What follows belongs to an exercise in optimizing a design on an open flow for small area; a production flow would make more cautious choices. Only simulation tests tie the RTL to the original design; equivalence was not proved. No activity file was given, so power comes from the tool's default toggle rates.

==> design/flow/design.v <==
module nvme_be_top (
    input  logic         clk,
    input  logic         rst_n,
    input  logic [63:0]  i_sq_addr,
    input  logic [63:0]  i_cq_addr,
    input  logic [63:0]  i_sq_tail,
    input  logic [63:0]  i_cq_head,
    input  logic         i_update,
    input  logic [63:0]  i_rdma_local_key,
    input  logic [63:0]  i_rdma_local_addr,
    input  logic [63:0]  i_rdma_remote_key,
    input  logic [63:0]  i_rdma_remote_addr,
    input  logic [63:0]  i_rdma_qpn_ds,
    input  logic         i_host_buf_addr_valid,
    input  logic [63:0]  i_host_buf_addr,
    input  logic [63:0]  i_block_index_offset,
    output logic         pio_sqdb_valid,
    output logic [63:0]  pio_sqdb_tail,
    input  logic         pio_sqdb_ready,
    output logic         pio_cqdb_valid,
    output logic [63:0]  pio_cqdb_head,
    input  logic         pio_cqdb_ready,
    input  logic         ssd_rq_valid,
    input  logic         ssd_rq_type,
    input  logic [63:0]  ssd_rq_addr,
    input  logic [11:0]  ssd_rq_fe_id,
    output logic         ssd_rq_ready,
    output logic         ssd_bf_valid,
    output logic [63:0]  ssd_bf_addr,
    output logic [11:0]  ssd_bf_be_id,
    output logic [11:0]  ssd_bf_fe_id,
    input  logic         ssd_bf_ready,
    input  logic         ssd_ack_valid,
    output logic         ssd_ack_ready,
    output logic         ssd_cp_valid,
    output logic [63:0]  ssd_cp_addr,
    output logic [11:0]  ssd_cp_fe_id,
    output logic [11:0]  ssd_cp_be_id,
    input  logic         ssd_cp_ready,
    input  logic         ssd_rl_valid,
    output logic         ssd_rl_ready,
    input  logic         rready,
    input  logic         rvalid,
    input  logic [511:0] rdata,
    input  logic [11:0]  rid,
    input  logic         bvalid,
    input  logic         bready,
    input  logic [11:0]  bid,
    input  logic         arready0,
    output logic         arvalid0,
    output logic [63:0]  araddr0,
    output logic [11:0]  arid0,
    input  logic         awready0,
    output logic         awvalid0,
    output logic [63:0]  awaddr0,
    output logic [11:0]  awid0,
    output logic         wvalid0,
    output logic [511:0] wdata0,
    output logic         wlast0,
    input  logic         arready1,
    output logic         arvalid1,
    output logic [63:0]  araddr1,
    output logic [11:0]  arid1,
    output logic [31:0]  pf_pio_sq_db,
    output logic [31:0]  pf_pio_cq_db
);
    localparam logic [11:0] ID_CQ = 12'h600;    
    localparam logic [11:0] ID_SQ = 12'h601;    
    localparam logic [3:0] S_IDLE       = 4'd0,
                           S_CHECK      = 4'd1,
                           S_CHECK_DONE = 4'd2,
                           S_WRITE      = 4'd3,
                           S_WRITE_DONE = 4'd4,
                           S_READ       = 4'd5,
                           S_READ_DONE  = 4'd6,
                           S_DB         = 4'd7,
                           S_DB_DONE    = 4'd8;
    localparam logic [3:0] C_IDLE       = 4'd0,
                           C_READ       = 4'd1,
                           C_READ_DONE  = 4'd2,
                           C_DB         = 4'd3,
                           C_DB_DONE    = 4'd4,
                           C_RD_BUF     = 4'd5,
                           C_FINISH     = 4'd6,
                           C_STALL      = 4'd7,
                           C_RL_BUF     = 4'd8;
    logic [3:0]  sq_state, cq_state;
    logic [10:0] sq_tail;
    logic [2:0]  db_out;           
    logic [31:0] sq_db_cnt;
    logic [63:0] sq_addr, cq_addr;
    logic [31:0] rdma_local_key, rdma_remote_key, rdma_qpn_ds;
    logic [63:0] rdma_local_addr, rdma_remote_addr;
    logic        rq_type;
    logic [27:0] rq_blk;           
    logic [11:0] rq_fe;
    logic [3:0]  cur_oh;           
    logic [55:0] buf_addr [0:3];
    logic [12:0] proc [0:3];       
    logic [1:0]  buf_cnt;          
    logic [1:0]  fl_mem [0:3];
    logic [2:0]  fl_wr, fl_rd;
    logic        fl_push;
    logic [1:0]  fl_push_idx;
    logic        fl_empty;
    logic [3:0]  cid_oh;           
    function automatic logic [49:0] inc50(input logic [49:0] a, input logic ci);
        logic cb, c;
        cb = ci;
        for (int b = 0; b < 50; b += 8) begin
            c = cb;
            for (int i = b; i < b + 8 && i < 50; i++) begin
                inc50[i] = a[i] ^ c;
                c = c & a[i];
            end
            cb = cb & (&a[b +: 8]);
        end
    endfunction
    logic s_rq, s_bf, s_ack, s_aw, s_b, s_ar0, s_r0, s_sqdb;
    logic c_ar1, c_r1, c_new, c_cqdb, c_cp, c_rl;
    logic [1:0]  cq_e;
    logic        phase;
    logic [1:0]  cq_line_cid;
    logic [10:0] cq_head;
    logic        in_proc;
    assign fl_empty = (fl_wr == fl_rd);
    assign s_rq   = (sq_state == S_IDLE) && ssd_rq_valid && !fl_empty;
    assign s_bf   = (sq_state == S_CHECK) && ssd_bf_ready;
    assign s_ack  = (sq_state == S_CHECK_DONE) && ssd_ack_valid;
    assign s_aw   = (sq_state == S_WRITE) && awready0;
    assign s_b    = bvalid && bready && (bid == ID_CQ);
    assign s_ar0  = (sq_state == S_READ) && arready0;
    assign s_r0   = rvalid && rready && (rid == ID_SQ);
    assign s_sqdb = (sq_state == S_DB) && pio_sqdb_ready;
    assign in_proc = (sq_tail[9:0] != cq_head[9:0]);
    assign cq_e        = cq_head[1:0];
    assign phase       = rdata[{cq_e, 7'd112}];
    assign cq_line_cid = rdata[{cq_e, 7'd96} +: 2];
    assign c_ar1  = (cq_state == C_READ) && arready1;
    assign c_r1   = rvalid && rready && (rid == ID_CQ);
    assign c_new  = (cq_state == C_READ_DONE) && c_r1 && (phase != cq_head[10]);
    assign c_cqdb = (cq_state == C_DB) && pio_cqdb_ready;
    assign c_cp   = (cq_state == C_FINISH) && ssd_cp_ready;
    assign c_rl   = (cq_state == C_STALL) && ssd_rl_valid;
    logic [55:0] cur_addr, cid_addr;
    logic [12:0] cid_proc;
    logic [1:0]  cur_idx, cid_idx;
    always_comb begin
        cur_addr = '0;
        cid_addr = '0;
        cid_proc = '0;
        for (int k = 0; k < 4; k++) begin
            if (cur_oh[k]) cur_addr = cur_addr | buf_addr[k];
            if (cid_oh[k]) cid_addr = cid_addr | buf_addr[k];
            if (cid_oh[k]) cid_proc = cid_proc | proc[k];
        end
    end
    assign cur_idx = {cur_oh[3] | cur_oh[2], cur_oh[3] | cur_oh[1]};
    assign cid_idx = {cid_oh[3] | cid_oh[2], cid_oh[3] | cid_oh[1]};
    always_ff @(posedge clk) begin
        if (i_update) begin
            sq_addr          <= i_sq_addr;
            cq_addr          <= i_cq_addr;
            rdma_local_key   <= i_rdma_local_key[31:0];
            rdma_local_addr  <= i_rdma_local_addr;
            rdma_remote_key  <= i_rdma_remote_key[31:0];
            rdma_remote_addr <= i_rdma_remote_addr;
            rdma_qpn_ds      <= i_rdma_qpn_ds[31:0];
        end
        if (i_host_buf_addr_valid)
            buf_addr[buf_cnt] <= i_host_buf_addr[55:0];
        if (s_rq) begin
            rq_type <= ssd_rq_type;
            rq_blk  <= ssd_rq_addr[36:9];
            rq_fe   <= ssd_rq_fe_id;
            cur_oh  <= 4'b1 << fl_mem[fl_rd[1:0]];
        end
        if (sq_state == S_DB_DONE && !pio_sqdb_ready)
            for (int k = 0; k < 4; k++)
                if (cur_oh[k]) proc[k] <= {rq_type, rq_fe};
        if (c_new)
            cid_oh <= 4'b1 << cq_line_cid;
        if (fl_push)
            fl_mem[fl_wr[1:0]] <= fl_push_idx;
        if (i_host_buf_addr_valid)
            fl_push_idx <= buf_cnt;
        else if (cq_state == C_RL_BUF)
            fl_push_idx <= cid_idx;
    end
    always_ff @(posedge clk) begin
        if (!rst_n) begin
            sq_state  <= S_IDLE;
            cq_state  <= C_IDLE;
            sq_tail   <= '0;
            cq_head   <= '0;
            db_out    <= '0;
            sq_db_cnt <= '0;
            buf_cnt   <= '0;
            fl_wr     <= '0;
            fl_rd     <= '0;
            fl_push   <= 1'b0;
        end else begin
            if (s_ar0)
                sq_tail <= sq_tail + 11'd1;
            else if (i_update)
                sq_tail <= i_sq_tail[10:0];
            if (c_new)
                cq_head <= cq_head + 11'd1;
            else if (i_update)
                cq_head <= i_cq_head[10:0];
            if (s_sqdb && !c_cqdb)
                db_out <= db_out + 3'd1;
            else if (!s_sqdb && c_cqdb)
                db_out <= db_out - 3'd1;
            if (s_sqdb)
                sq_db_cnt <= sq_db_cnt + 32'd1;
            if (i_host_buf_addr_valid)
                buf_cnt <= buf_cnt + 2'd1;
            fl_push <= i_host_buf_addr_valid || (cq_state == C_RL_BUF);
            if (fl_push)
                fl_wr <= fl_wr + 3'd1;
            if (s_rq)
                fl_rd <= fl_rd + 3'd1;
            case (sq_state)
                S_IDLE:       if (s_rq) sq_state <= S_CHECK;
                S_CHECK:      if (!rq_type || ssd_bf_ready) sq_state <= S_CHECK_DONE;
                S_CHECK_DONE: if (!rq_type || ssd_ack_valid) sq_state <= S_WRITE;
                S_WRITE:      if (awready0) sq_state <= S_WRITE_DONE;
                S_WRITE_DONE: if (s_b) sq_state <= S_READ;
                S_READ:       if (arready0) sq_state <= S_READ_DONE;
                S_READ_DONE:  if (s_r0) sq_state <= S_DB;
                S_DB:         if (pio_sqdb_ready) sq_state <= S_DB_DONE;
                S_DB_DONE:    if (!pio_sqdb_ready) sq_state <= S_IDLE;
                default:      sq_state <= S_IDLE;
            endcase
            case (cq_state)
                C_IDLE:      if (in_proc) cq_state <= C_READ;
                C_READ:      if (arready1) cq_state <= C_READ_DONE;
                C_READ_DONE: if (c_r1) cq_state <= (phase != cq_head[10]) ? C_DB : C_READ;
                C_DB:        if (pio_cqdb_ready) cq_state <= C_DB_DONE;
                C_DB_DONE:   if (!pio_cqdb_ready) cq_state <= C_RD_BUF;
                C_RD_BUF:    cq_state <= C_FINISH;
                C_FINISH:    if (ssd_cp_ready) cq_state <= cid_proc[12] ? C_RL_BUF : C_STALL;
                C_STALL:     if (ssd_rl_valid) cq_state <= C_RL_BUF;
                C_RL_BUF:    cq_state <= C_IDLE;
                default:     cq_state <= C_IDLE;
            endcase
        end
    end
    function automatic logic [31:0] swap32(input logic [31:0] x);
        swap32 = {x[7:0], x[15:8], x[23:16], x[31:24]};
    endfunction
    function automatic logic [63:0] swap64(input logic [63:0] x);
        swap64 = {swap32(x[31:0]), swap32(x[63:32])};
    endfunction
    logic st_bf, st_write, st_read, st_cqrd, st_fin;
    logic [11:0] be_id;
    logic [57:0] sq_slot;
    logic [57:0] cq_slot;
    logic [63:0] slba;
    assign st_bf    = (sq_state == S_CHECK) && rq_type;
    assign st_write = (sq_state == S_WRITE);
    assign st_read  = (sq_state == S_READ);
    assign st_cqrd  = (cq_state == C_READ);
    assign st_fin   = (cq_state == C_FINISH);
    assign be_id   = {5'b0, sq_tail[3:0], 3'd3};
    logic [10:0] sq_lo;
    logic [8:0]  cq_lo;
    logic [49:0] sq_hi, cq_hi;
    assign sq_lo   = {1'b0, sq_addr[15:6]} + {1'b0, sq_tail[9:0]};
    assign cq_lo   = {1'b0, cq_addr[13:6]} + {1'b0, cq_head[9:2]};
    assign sq_hi   = inc50({2'b0, sq_addr[63:16]}, sq_lo[10]);
    assign cq_hi   = inc50(cq_addr[63:14], cq_lo[8]);
    assign sq_slot = {sq_hi[47:0], sq_lo[9:0]};
    assign cq_slot = {cq_hi, cq_lo[7:0]};
    assign slba    = i_block_index_offset + {36'b0, rq_blk};
    assign pio_sqdb_valid = (sq_state == S_DB);
    assign pio_sqdb_tail  = {54'b0, sq_tail[9:0]};
    assign pio_cqdb_valid = (cq_state == C_DB);
    assign pio_cqdb_head  = {54'b0, cq_head[9:0]};
    assign ssd_rq_ready  = (sq_state == S_IDLE) && !fl_empty;
    assign ssd_bf_valid  = st_bf;
    assign ssd_bf_addr   = st_bf ? {6'b0, cur_idx, cur_addr} : 64'b0;
    assign ssd_bf_be_id  = st_bf ? be_id : 12'b0;
    assign ssd_bf_fe_id  = st_bf ? rq_fe : 12'b0;
    assign ssd_ack_ready = (sq_state == S_CHECK_DONE) && rq_type;
    assign ssd_cp_valid  = st_fin;
    assign ssd_cp_addr   = st_fin ? {6'b0, cid_idx, cid_addr} : 64'b0;
    assign ssd_cp_fe_id  = st_fin ? cid_proc[11:0] : 12'b0;
    assign ssd_cp_be_id  = st_fin ? be_id : 12'b0;
    assign ssd_rl_ready  = (cq_state == C_STALL);
    assign arvalid0 = st_read;
    assign araddr0  = st_read ? {sq_slot, sq_addr[5:0]} : 64'b0;
    assign arid0    = st_read ? ID_SQ : 12'b0;
    assign awvalid0 = st_write;
    assign awaddr0  = st_write ? {sq_slot, sq_addr[5:0]} : 64'b0;
    assign awid0    = st_write ? ID_CQ : 12'b0;
    assign wvalid0  = st_write;
    assign wlast0   = st_write;
    assign arvalid1 = st_cqrd;
    assign araddr1  = st_cqrd ? {cq_slot, cq_addr[5:0]} : 64'b0;
    assign arid1    = st_cqrd ? ID_CQ : 12'b0;
    always_comb begin
        wdata0 = '0;
        if (st_write) begin
            if (!rq_type)
                wdata0 = {64'h0,
                          64'h0,
                          slba,
                          64'h0,
                          {8'b0, cur_addr},
                          64'h0,
                          64'h0,
                          {16'h0000, 16'h0001, rq_fe[7:0], 6'b0, cur_idx, 16'h0002}};
            else
                wdata0 = {32'h08000000,
                          swap32(rdma_qpn_ds),
                          8'b0, 16'b0, 8'h08, 32'b0,
                          swap64(rdma_remote_addr),
                          swap32(rdma_remote_key),
                          32'b0,
                          32'h00020000,
                          swap32(rdma_local_key),
                          swap64(rdma_local_addr),
                          128'b0};
        end
    end
    assign pf_pio_sq_db = sq_db_cnt;
    assign pf_pio_cq_db = sq_db_cnt - {29'b0, db_out};
endmodule
==> design/flow/flow/run.sh <==
#!/bin/bash
# Own layout flow: the standard ORFS flow (standard.sh) with these changes:
#  - port buffers use sky130_fd_sc_hd__buf_1 instead of the resizer's default pick;
#  - IO pins also use met4 on the top and bottom edges, so the die can be smaller;
#  - after global placement, nearby tie cells are merged (see ties.tcl);
#  - clock tree synthesis inserts no dummy loads and builds its leaves from
#    sky130_fd_sc_hd__clkbuf_8 with clusters of at most 15 sinks.
set -euo pipefail
W=$PWD
F=$W/flow
CTS="-sink_clustering_enable -repair_clock_nets -dont_use_dummy_load -sink_buffer_max_cap_derate 1.0 -buf_list sky130_fd_sc_hd__clkbuf_8 -sink_clustering_size 15 -sink_clustering_max_diameter 50"
bash standard.sh \
  POST_GLOBAL_PLACE_TCL=$F/ties.tcl \
  "IO_PLACER_V=met2 met4" \
  "BUFFER_PORTS_ARGS=-buffer_cell sky130_fd_sc_hd__buf_1" \
  "CTS_ARGS=$CTS" \
  finish > $W/flow_make.log 2>&1
==> design/flow/flow/ties.tcl <==
# POST_GLOBAL_PLACE hook. The standard flow gives every constant load its own
# tie cell. After global placement, tie cells of the same kind that sit close
# together are merged: one cell drives the loads of the whole group, the
# others are removed. Detail placement then legalizes what is left.
set tie_dist   [expr {[info exists ::env(TIE_MERGE_DIST)] ? $::env(TIE_MERGE_DIST) : 40.0}]
set tie_group  [expr {[info exists ::env(TIE_MERGE_SIZE)] ? $::env(TIE_MERGE_SIZE) : 64}]
set block [ord::get_db_block]
set dbu [$block getDbUnitsPerMicron]
set dmax [expr {int($tie_dist * $dbu)}]
set tie_master sky130_fd_sc_hd__conb_1
set removed 0
foreach port {LO HI} {
  set ties {}
  foreach inst [$block getInsts] {
    if {[[$inst getMaster] getName] ne $tie_master} { continue }
    set it [$inst findITerm $port]
    set net [$it getNet]
    if {$net eq "NULL" || $net eq ""} { continue }
    set other [$inst findITerm [expr {$port eq "LO" ? "HI" : "LO"}]]
    if {[$other getNet] ne "NULL" && [$other getNet] ne ""} { continue }
    set loc [$inst getLocation]
    lappend ties [list [lindex $loc 0] [lindex $loc 1] $inst $net]
  }
  set ties [lsort -integer -index 0 $ties]
  set n [llength $ties]
  set used [lrepeat $n 0]
  for {set i 0} {$i < $n} {incr i} {
    if {[lindex $used $i]} { continue }
    lassign [lindex $ties $i] x0 y0 keep knet
    lset used $i 1
    set count 1
    for {set j [expr {$i + 1}]} {$j < $n && $count < $tie_group} {incr j} {
      if {[lindex $used $j]} { continue }
      lassign [lindex $ties $j] x y inst net
      if {$x - $x0 > $dmax} { break }
      if {abs($y - $y0) > $dmax} { continue }
      foreach bt [$net getBTerms] { $bt connect $knet }
      foreach it [$net getITerms] {
        if {[$it getInst] eq $inst} { continue }
        $it disconnect
        $it connect $knet
      }
      odb::dbInst_destroy $inst
      odb::dbNet_destroy $net
      lset used $j 1
      incr count
      incr removed
    }
  }
}
puts "tie merge: removed $removed tie cells (distance $tie_dist um, group $tie_group)"
==> design/flow/standard.sh <==
#!/bin/bash
# synth_recipe.tcl (not shown) runs the flow's synth.tcl, then flattens the netlist and writes it again
# the make line also repeats each setting of config.mk as NAME=value (left out here)
make -C /OpenROAD-flow-scripts/flow DESIGN_CONFIG=/design/flow/config.mk WORK_HOME=/design/flow/orfs CLKGATE_MAP_FILE= SYNTH_SCRIPT=/design/flow/synth_recipe.tcl "${@:-finish}"
==> design/flow/config.mk <==
export PLATFORM = sky130hd
export DESIGN_NAME = nvme_be_top
export DESIGN_NICKNAME = nvme_be_top
export VERILOG_FILES = /design/flow/design.v
export SDC_FILE = /design/flow/constraint.sdc
export NUM_CORES = 4
export LEC_CHECK = 0
export CAP_MARGIN = 20
export CORE_AREA = 5 5 555 555
export DIE_AREA = 0 0 560 560
export PLACE_DENSITY = 0.6
export SLEW_MARGIN = 20
==> design/flow/constraint.sdc <==
create_clock -name core_clock -period 10.0 [get_ports {clk}]
set_input_delay 2.0000 -clock core_clock [delete_from_list [all_inputs] [get_ports {clk}]]
set_output_delay 2.0000 -clock core_clock [all_outputs]
set_load 0.01 [all_outputs]
==> summary.txt <==
==> final timing paths <==
check	from	end	depth (start not counted)
worst max-delay path	sq_tail[1]	araddr0[63]	22
worst min-delay path	db_out[2]	db_out[2]	2
worst max register to register	cq_head[0]	cq_head[3]	8
worst min register to register	db_out[2]	db_out[2]	2
==> worst min-delay path, stage by stage (launching register included) <==
cell and delay [ns]:
dfxtp_1 0.33, o21ai_0 0.07, a21boi_0 0.07
==> layout make-up <==
class | instances | area share (%)
multi-input cells | 1960 | 27.8
repair buffers | 1362 | 11.4
clock buffers | 112 | 3.23
diodes | 56 | 0.293
inverters | 62 | 0.490
well taps | 3978 | 10.4
flip-flops and latches | 762 | 46.3
==> sequential cells by signal, summed over array words and instances, names as in the netlist, 52 cells and up, named ones only <==
name and count:
buf_addr 224, cq_addr 64, rdma_local_addr 64, rdma_remote_addr 64, sq_addr 64, proc 52
==> cell families after synthesis <==
logic type / count (synthesis)
xor gates and xnor gates: 153
AOI/OAI and AO/OA: 617
buffers and inverters: 681
DFF: 762
muxes: 14
adders and majority gates: 152
other: 1
and+or+nand+nor: 1012
==> cells in the final DEF (no fill, tap or decap), types with 6 or more instances in the layout <==
cell and count:
a21o_1 18, clkbuf_8 112, nand2b_1 10, a21oi_1 114
dfxtp_1 75, nor2b_1 40, buf_1 1293, nand4_1 44
nor3b_1 17, a211oi_1 8, or2_2 7, inv_1 59
and2_1 289, nor4_1 18, a22o_1 59, a221oi_2 18
xor2_1 49, diode_2 56, and3_1 82, buf_4 55
buf_6 6, edfxtp_1 687, mux2i_1 9, ha_1 147
nor3_1 37, or3_1 15, a21boi_0 18, conb_1 12
nand3_1 34, a22oi_1 139, buf_12 6, nand2_1 177
a221oi_1 54, xnor2_1 104, o21ai_0 148, nor2_1 195
==> routing by layer <==
| metal | wire, um | GRT usage [%] |
|---|---|---|
| met2 | 102000 | 22.0 |
| met5 | 568 | 0.198 |
| met1 | 83800 | 15.5 |
| met3 | 22800 | 5.01 |
| met4 | 15500 | 7.35 |
==> through the flow <==
stage               utilization [%]  instance area [um^2]
CTS                            15.8                 47600
global route                   15.8                 47700
global placement               15.7                 47500
finish                         15.8                 47800
floorplan                         -                 41000
detailed placement             15.3                 46100
==> power by group through the flow <==
stage	sequential [mW]	combinational [mW]	clock, mW
2_1_floorplan	3.85	1.13	0
3_3_place_gp	3.94	1.98	0
3_5_place_dp	3.95	1.99	0
4_1_cts	3.88	2.00	2.28
6_report	3.88	1.97	2.19
5_1_grt	3.90	2.12	2.39
==> results by group <==
Global route
  • Vias in the first global route: 31000
  • Global route total overflow: 0
  • Initial antenna violation count: 121
  • Largest net degree at the start of global routing: 104
  • Total GRT Usage: 13.6%
  • First-pass GRT wire length: 290000 um

Worst setup path
  • Worst Path Arrival: 7.24 ns
  • CP required: 8.00 ns
  • Kind of critical path: flip-flop to output pin
  • Crit-path cells: inv_1 > fa_1 > nor2b_1 > o21ai_0 > a21oi_1 > o21ai_0 > a21oi_1 > a31oi_1 > buf_4 > or4b_2 > nor4_1 > and2_1 > ha_1 > ha_1 > ha_1 > ha_1 > ha_1 > ha_1 > ha_1 > xnor2_1 > nor2_1 > buf_1
  • CP delay by family, top: simple AND/OR/NAND/NOR gates
  • CP max stage cell: or4b_2
  • R2R Setup Slk: 6.37 ns
  • CP Capture Type: output pin
  • Crit-path max FO: 5
  • Largest stage delay, worst path: 0.72 ns
  • CP startpoint kind: flip-flop
  • CP bufs+invs: 3
  • Top cell by count, worst path: ha_1

Synth
  • Synth Flop Type: edfxtp_1
  • Synth cell types: 74
  • Most common cell in the netlist: edfxtp_1
  • Area share of the largest cell type after synthesis: 52.3%
  • Post-synthesis mux area share: 0.514%
  • Syn_area_per_cell: 11.6 um^2
  • EDFF count, synth: 687
  • Ys async rst share: 0%
  • Area share of fa/ha/maj cells after synthesis: 4.92%
  • Compound-Gate Fraction of Synth Area: 10.6%
  • Post-Synth XOR/XNOR Area: 3.40%
  • #FFs+latches synth: 762
  • Synthesized area: 39400 um^2
  • Synth Area in Simple Gates: 13.8%
  • Dominant cell type by area after synthesis: edfxtp_1
  • Synth Instances: 3392
  • Sequential area share after synthesis: 56.1%
  • Synth warnings: 4
  • Most frequent cells after synthesis: edfxtp_1 (687), buf_4 (436), and2_1 (297)
  • Area contributors post-synth: edfxtp_1 (52%), buf_4 (8.3%), and2_1 (4.7%), ha_1 (4.7%), dfxtp_1 (3.8%)
  • Largest family of logic cells by synthesized area: simple AND/OR/NAND/NOR gates

Power
  • Max VDD drop: 101 uV
  • Clock power frac: 27.3%
  • Psw: 2.79 mW
  • PD cells: 168 nW/um^2
  • Tot Pwr: 8.05 mW
  • Switching share of power: 34.6%
  • Leakage: 15.9 nW
  • Reg power frac: 48.2%
  • Int Pwr: 5.26 mW
  • Combinational share of power: 24.5%

Final layout
  • Multi-input gate area: 13300 um^2
  • Fillcell total: 34000
  • Area grow syn2layout: 21.2%
  • Finished Layout Cells: 8292
  • Layout cells sized above 1: 5.80%
  • Final #Nets: 5747
  • FF+latch area: 22100 um^2

Die
  • I/O pin count: 2455
  • Die ar.: 314000 um^2
  • Placeable Area: 302000 um^2
  • # rows: 202
  • Die Span Y: 560 um
  • Initial Util: 13.1%
  • Die X-Extent: 560 um

Timing
  • Slew headroom: 5.95%
  • Fmax: 108 MHz
  • PnR worst setup slack: 0.758 ns
  • Max-slew violations: 0
  • Final setup viols: 0
  • Final hold viol count: 0
  • RSZ-0062 raised after global routing: no
  • Final period utilization: 92.4%
  • Final Hold Slack: 0.510 ns
  • Worst-Margin Slew: 1.41 ns
  • Setup_tns: 0 ns
  • Period minus WS final: 9.24 ns
  • Clk_skew: 0.166 ns

Outcome
  • Run status: complete, no violations

Place
  • DP Cell Count: 8124
  • Port Buffer Count: 1296
  • Post-DP HPWL: 182000 um
  • Place WS: 1.55 ns

Clocking
  • Clk sinks: 762
  • Root Buffer Master: clkbuf_8
  • CTS tree: yes
  • Hold-fix buffers, CTS: 0
  • Post-CTS Setup Inserts: 0
  • Clk buf depth: 4
  • H-tree depth: 3
  • Clock latency on the worst-skew pair: 0.96 ns
  • CTS resizes: 0
  • Total CTS buffers: 112
  • Clock transition at path regs: 0.07 ns

Job
  • Number of max-cap violations: 0

Hold path
  • Min-delay worst type: flip-flop to flip-flop

Drt
  • DRC Markers: 0
  • TritonRoute pass-1 iters: 6
  • Via Count: 32000
  • Post-DRT Antenna Nets: 0
  • Final WL: 225000 um
  • First DRT Iteration DRCs: 3602
  • Drt via density: 3.86
  • Routed len/inst: 27.1 um

## separate check: timing with driven ports
Ports are ideal in the flow. The routed layout listed here was re-timed in OpenROAD. Step 1: set_driving_cell puts a clkbuf_16 on clk and a buf_2 on each other input, an assumption about the parent block. Step 2 times the ports against the registers' clock, not the clock port: input delays grow and output delays shrink by t, the midpoint of the rising clock arrivals with the driver on. Three values: no drivers, after step 1, after step 2; two values: the first two.
t (ns): 0.962
setup WS [ns]: 0.758 / 0.658 / 1.620
hold slack, ns: 0.510 / 0.510 / 0.510
latest minus earliest clock arrival (ns): 0.217 / 0.216
cell pins on the clock port's net: 1
After both steps this run still meets setup and hold. For this run, drivers alone change the setup slack by -0.100 ns; drivers and shift together by +0.862 ns.
